This design comes from an exercise in tuning for small area on the open sky130 flow, not from production work. Function was checked by simulation only, so behaviour that the tests miss may differ from the original. Power and IR drop assume default switching activity.

// my_chip
module my_chip (
    input  logic [11:0] io_in,
    output logic [11:0] io_out,
    input  logic clock,
    input  logic reset
);
  logic [5:0] led;
  ChipInterface chipInterface_inst (
      .clock(clock),
      .reset(reset),
      .btn(io_in[4:0]),
      .led(led)
  );
  assign io_out = {6'b0, led};
endmodule
clock: 10.0 ns
lec_check: 0
cap_margin: 20
core_margin: 2
core_utilization: 40
slew_margin: 20
standard.sh (not shown) runs the stock make flow with config.mk's settings and CLKGATE_MAP_FILE= SYNTH_SCRIPT=/design/flow/synth_recipe.tcl, a recipe that flattens the netlist after the stock synthesis.
==> flow/flow/run.sh <==
#!/bin/bash
# Layout flow: the standard ORFS flow (standard.sh) with three changes:
#  - synthesis maps logic with an area-oriented ABC script (flow/abc.script) in
#    place of ORFS's abc_speed.script; everything else in ORFS's scripts is unchanged
#  - clock tree synthesis without dummy load cells, using clkbuf_8 buffers
#  - port buffers are inserted as buf_1
set -euo pipefail
rm -rf scripts_mod
cp -r "$FLOW_HOME/scripts" scripts_mod
cp flow/abc.script scripts_mod/abc_speed.script
export SCRIPTS_DIR="$PWD/scripts_mod"
export CTS_ARGS="-sink_clustering_enable -repair_clock_nets -dont_use_dummy_load -buf_list sky130_fd_sc_hd__clkbuf_8 -sink_clustering_size 30 -sink_clustering_max_diameter 100"
export BUFFER_PORTS_ARGS="-buffer_cell sky130_fd_sc_hd__buf_1"
bash standard.sh > standard.log 2>&1
==> flow/flow/abc.script <==
strash
dc2
balance; rewrite; refactor; balance; rewrite; rewrite -z; balance; refactor -z; rewrite -z; balance
dc2
balance; rewrite; refactor; balance; rewrite; rewrite -z; balance; refactor -z; rewrite -z; balance
dch -f
map -a
topo
Then changed:
==> flow/flow/abc.script (replaced) <==
strash
dc2
balance; rewrite; refactor; balance; rewrite; rewrite -z; balance; refactor -z; rewrite -z; balance
&get -n
&deepsyn -T 60
&put
dch -f
map -a
topo
Synthesized area fell by 1.1%; setup slack degrades by 0.35 ns; design area decreases by 1.3%; routed wire length fell by 1.1%; clock skew is about the same; core utilization is lower by 0.20 points; clock-buffer cell count is unchanged; total power came out lower by 4.6%; global-route usage falls by 0.31 points.

========
## run A
The RTL this note starts from:
==> flow/design.v <==
`default_nettype none
module debounce (
    input  logic clock,
    input  logic reset,
    input  logic btn,
    output logic press
);
  logic s1, s2;
  always_ff @(posedge clock) begin
    s1 <= btn;
    s2 <= s1;
  end
  localparam logic [7:0] Z = 8'hf7;
  logic [7:0] y, x, xn;
  assign x = y ^ Z;
  assign press = (x == 8'h7f);
  assign xn = {x[6:0], ~(x[7] ^ x[5] ^ x[4] ^ x[3]) | press};
  always_ff @(posedge clock or posedge reset) begin
    if (reset) y <= 8'h00;
    else if (s2) y <= xn ^ Z;
    else y <= 8'h00;
  end
endmodule
module ChipInterface (
    input  logic clock,
    input  logic reset,
    input  logic [4:0] btn,
    output logic [5:0] led
);
  logic confirm, clear, asel_p, e0, e1;
  debounce d0 (.clock(clock), .reset(reset), .btn(btn[0]), .press(confirm));
  debounce d1 (.clock(clock), .reset(reset), .btn(btn[1]), .press(clear));
  debounce d2 (.clock(clock), .reset(reset), .btn(btn[2]), .press(asel_p));
  debounce d3 (.clock(clock), .reset(reset), .btn(btn[3]), .press(e0));
  debounce d4 (.clock(clock), .reset(reset), .btn(btn[4]), .press(e1));
  typedef enum logic [2:0] {IDLE = 3'b000, TIMEOUT = 3'b001, INPUT = 3'b010, VERIFY = 3'b011,
                            PASS = 3'b100, FAIL = 3'b101, LOCK = 3'b110, ALGO = 3'b111} state_t;
  state_t st, st_n;
  logic [14:0] p, p_n;
  logic [5:0] s, s_n;
  logic p_end, p_zero, clr;
  assign p_end = (p == 15'h77b9);
  assign p_zero = (p == 15'h0000);
  logic [11:0] pw, pw_n;        
  logic asel, asel_n;           
  logic chg, chg_n;
  logic [1:0] wr, wr_n;
  logic [2:0] alg, alg_n;
  logic [5:0] otp;
  logic [11:0] o, ref_pw;
  assign o = {6'b0, otp};
  always_comb begin
    case (alg)
      3'd0: ref_pw = o * 2 + 1;
      3'd1: ref_pw = (o << 2) ^ 12'hA3;
      3'd2: ref_pw = (o * 3) + (o >> 1);
      3'd3: ref_pw = ~(o * 5);
      3'd4: ref_pw = o * o;
      3'd5: ref_pw = ((o << 3) - o) ^ 12'h3C3;
      3'd6: ref_pw = {6'b0, otp[2:0], otp[5:3]} + 12'h55A;
      default: ref_pw = o * 9;
    endcase
  end
  logic end6, endl, tmo, any_entry;
  assign end6 = s[2] & s[1] & p_zero;            
  assign tmo = s[5] & s[4] & s[3] & s[1] & s[0] & p_end;   
  always_comb begin
    case (wr)
      2'd1: endl = (s[3:0] == 4'hF) & p_zero;     
      2'd2: endl = (s[4:1] == 4'hF) & p_zero;     
      default: endl = (s[5:2] == 4'hF) & p_zero;  
    endcase
  end
  assign any_entry = asel_p | e0 | e1;
  always_comb begin
    st_n = st;
    chg_n = 1'b0;
    clr = 1'b0;
    wr_n = wr;
    alg_n = alg;
    case (st)
      IDLE: begin
        if (tmo) begin st_n = TIMEOUT; chg_n = 1'b1; clr = 1'b1; end
        else if (any_entry) begin st_n = INPUT; clr = 1'b1; end
      end
      TIMEOUT: st_n = IDLE;
      INPUT: begin
        clr = 1'b1;
        if (confirm) st_n = VERIFY;
      end
      VERIFY: begin
        clr = 1'b1;
        if (pw == ref_pw) st_n = PASS;
        else begin st_n = FAIL; wr_n = wr + 2'd1; end
      end
      PASS: if (end6) begin
        clr = 1'b1;
        if (asel) st_n = ALGO;
        else begin st_n = IDLE; chg_n = 1'b1; end
      end
      ALGO: begin
        clr = 1'b1;
        if (confirm) begin st_n = IDLE; chg_n = 1'b1; end
        else if (clear) alg_n = 3'd0;
        else if (e0) alg_n = {alg[1:0], 1'b0};
        else if (e1) alg_n = {alg[1:0], 1'b1};
      end
      FAIL: if (end6) begin st_n = LOCK; chg_n = 1'b1; clr = 1'b1; end
      LOCK: if (endl) begin st_n = IDLE; chg_n = 1'b1; clr = 1'b1; end
    endcase
  end
  always_comb begin
    if (clr) begin
      p_n = 15'h0000;
      s_n = 6'd0;
    end else if (p_end) begin
      p_n = 15'h0000;
      s_n = s + 6'd1;
    end else begin
      p_n = {p[13:0], ~(p[14] ^ p[13])};
      s_n = s;
    end
  end
  always_comb begin
    if (st == IDLE) pw_n = {11'b0, ~asel_p & ~e0};
    else if (confirm) pw_n = pw;
    else if (clear) pw_n = 12'h000;
    else if (e0) pw_n = {pw[10:0], 1'b0};
    else if (e1) pw_n = {pw[10:0], 1'b1};
    else pw_n = pw;
  end
  assign asel_n = (st == IDLE) ? asel_p : asel;
  always_ff @(posedge clock) begin
    pw <= pw_n;
    asel <= asel_n;
  end
  always_ff @(posedge clock or posedge reset) begin
    if (reset) begin
      st <= IDLE;
      chg <= 1'b0;
      wr <= 2'd0;
      alg <= 3'd0;
      p <= 15'h0000;
      s <= 6'd0;
      otp <= 6'b101101;
    end else begin
      st <= st_n;
      chg <= chg_n;
      wr <= wr_n;
      alg <= alg_n;
      p <= p_n;
      s <= s_n;
      if (chg) otp <= {otp[4:0], otp[5] ^ otp[3]};
    end
  end
  always_ff @(posedge clock or posedge reset) begin
    if (reset) led <= 6'b0;
    else case (st)
      PASS: led <= 6'b111111;
      ALGO: led <= {3'b0, alg};
      FAIL: led <= s[0] ? 6'b000000 : 6'b111111;
      LOCK: led <= 6'b101010;
      default: led <= otp;
    endcase
  end
endmodule
`default_nettype none
module my_chip (
    input  logic [11:0] io_in,
    output logic [11:0] io_out,
    input  logic clock,
    input  logic reset
);
  logic [5:0] led;
  ChipInterface chipInterface_inst (
      .clock(clock),
      .reset(reset),
      .btn(io_in[4:0]),
      .led(led)
  );
  assign io_out = {6'b0, led};
endmodule
make LEC_CHECK=0 CAP_MARGIN=20 CORE_MARGIN=2 CORE_UTILIZATION=40 CTS_BUF_LIST=sky130_fd_sc_hd__clkbuf_8 CTS_CLUSTER_DIAMETER=100 CTS_CLUSTER_SIZE=30 SLEW_MARGIN=20 finish   # period 10.0 ns
run.sh (not shown) runs the stock make flow with config.mk's settings and CLKGATE_MAP_FILE= SYNTH_SCRIPT=/design/flow/synth_recipe.tcl, a recipe that flattens the netlist after the stock synthesis.
Stock flow here: none of the scripts above is used.
Inputs modified between run A and run B:
-- flow/config.mk --
<<< run A, line 10
export CORE_UTILIZATION = 40
export CTS_BUF_LIST = sky130_fd_sc_hd__clkbuf_8
export CTS_CLUSTER_DIAMETER = 100
export CTS_CLUSTER_SIZE = 30
export SLEW_MARGIN = 20
>>> run B, line 10
export CORE_UTILIZATION = 40
export SLEW_MARGIN = 20
Run B vs run A: cell area after layout up. Run B vs. run A: share of cell area taken by multi-input logic gates went down by 0.73 points. On sequential power, run A and run B are neck and neck. Measured against each other, run A and run B differ in sequential portion of the cell area, the lower figure coming from run B.

-- separate check: timing with driven ports --
How much do the figures lean on ideal ports? The routed layouts below were timed once more, with nothing changed but the port constraints. Step 1: set_driving_cell puts a clkbuf_16 on clock and a buf_2 on each other input, an assumption about the parent block. Step 2 adds t to the input delays and takes it off the output delays; t is the mean of the earliest and latest rising clock arrival at the registers after step 1. Input paths then give back, and output paths get back, about the clock's delay inside the block. a / b / c = ideal ports / drivers / drivers and shift; a / b = the first two.
| run | shift t [ns] | setup WS [ns] | worst setup path after step 2 | clock arrival spread, ns | slew at the worst register clock pin (ns) |
|---|---|---|---|---|---|
| the first run of note 1 | 0.381 | 6.331 / 6.331 / 6.331 | register to register | 0.020 / 0.020 | 0.09 / 0.09 |
| the second run of note 1 | 0.377 | 5.985 / 5.985 / 5.985 | register to register | 0.023 / 0.023 | 0.09 / 0.09 |
| run A | 0.425 | 4.153 / 4.153 / 4.153 | register to register | 0.009 / 0.008 | 0.10 / 0.10 |
| run B | 0.394 | 4.157 / 4.157 / 4.157 | register to register | 0.006 / 0.006 | 0.07 / 0.07 |
After both steps every run listed still meets setup and hold.
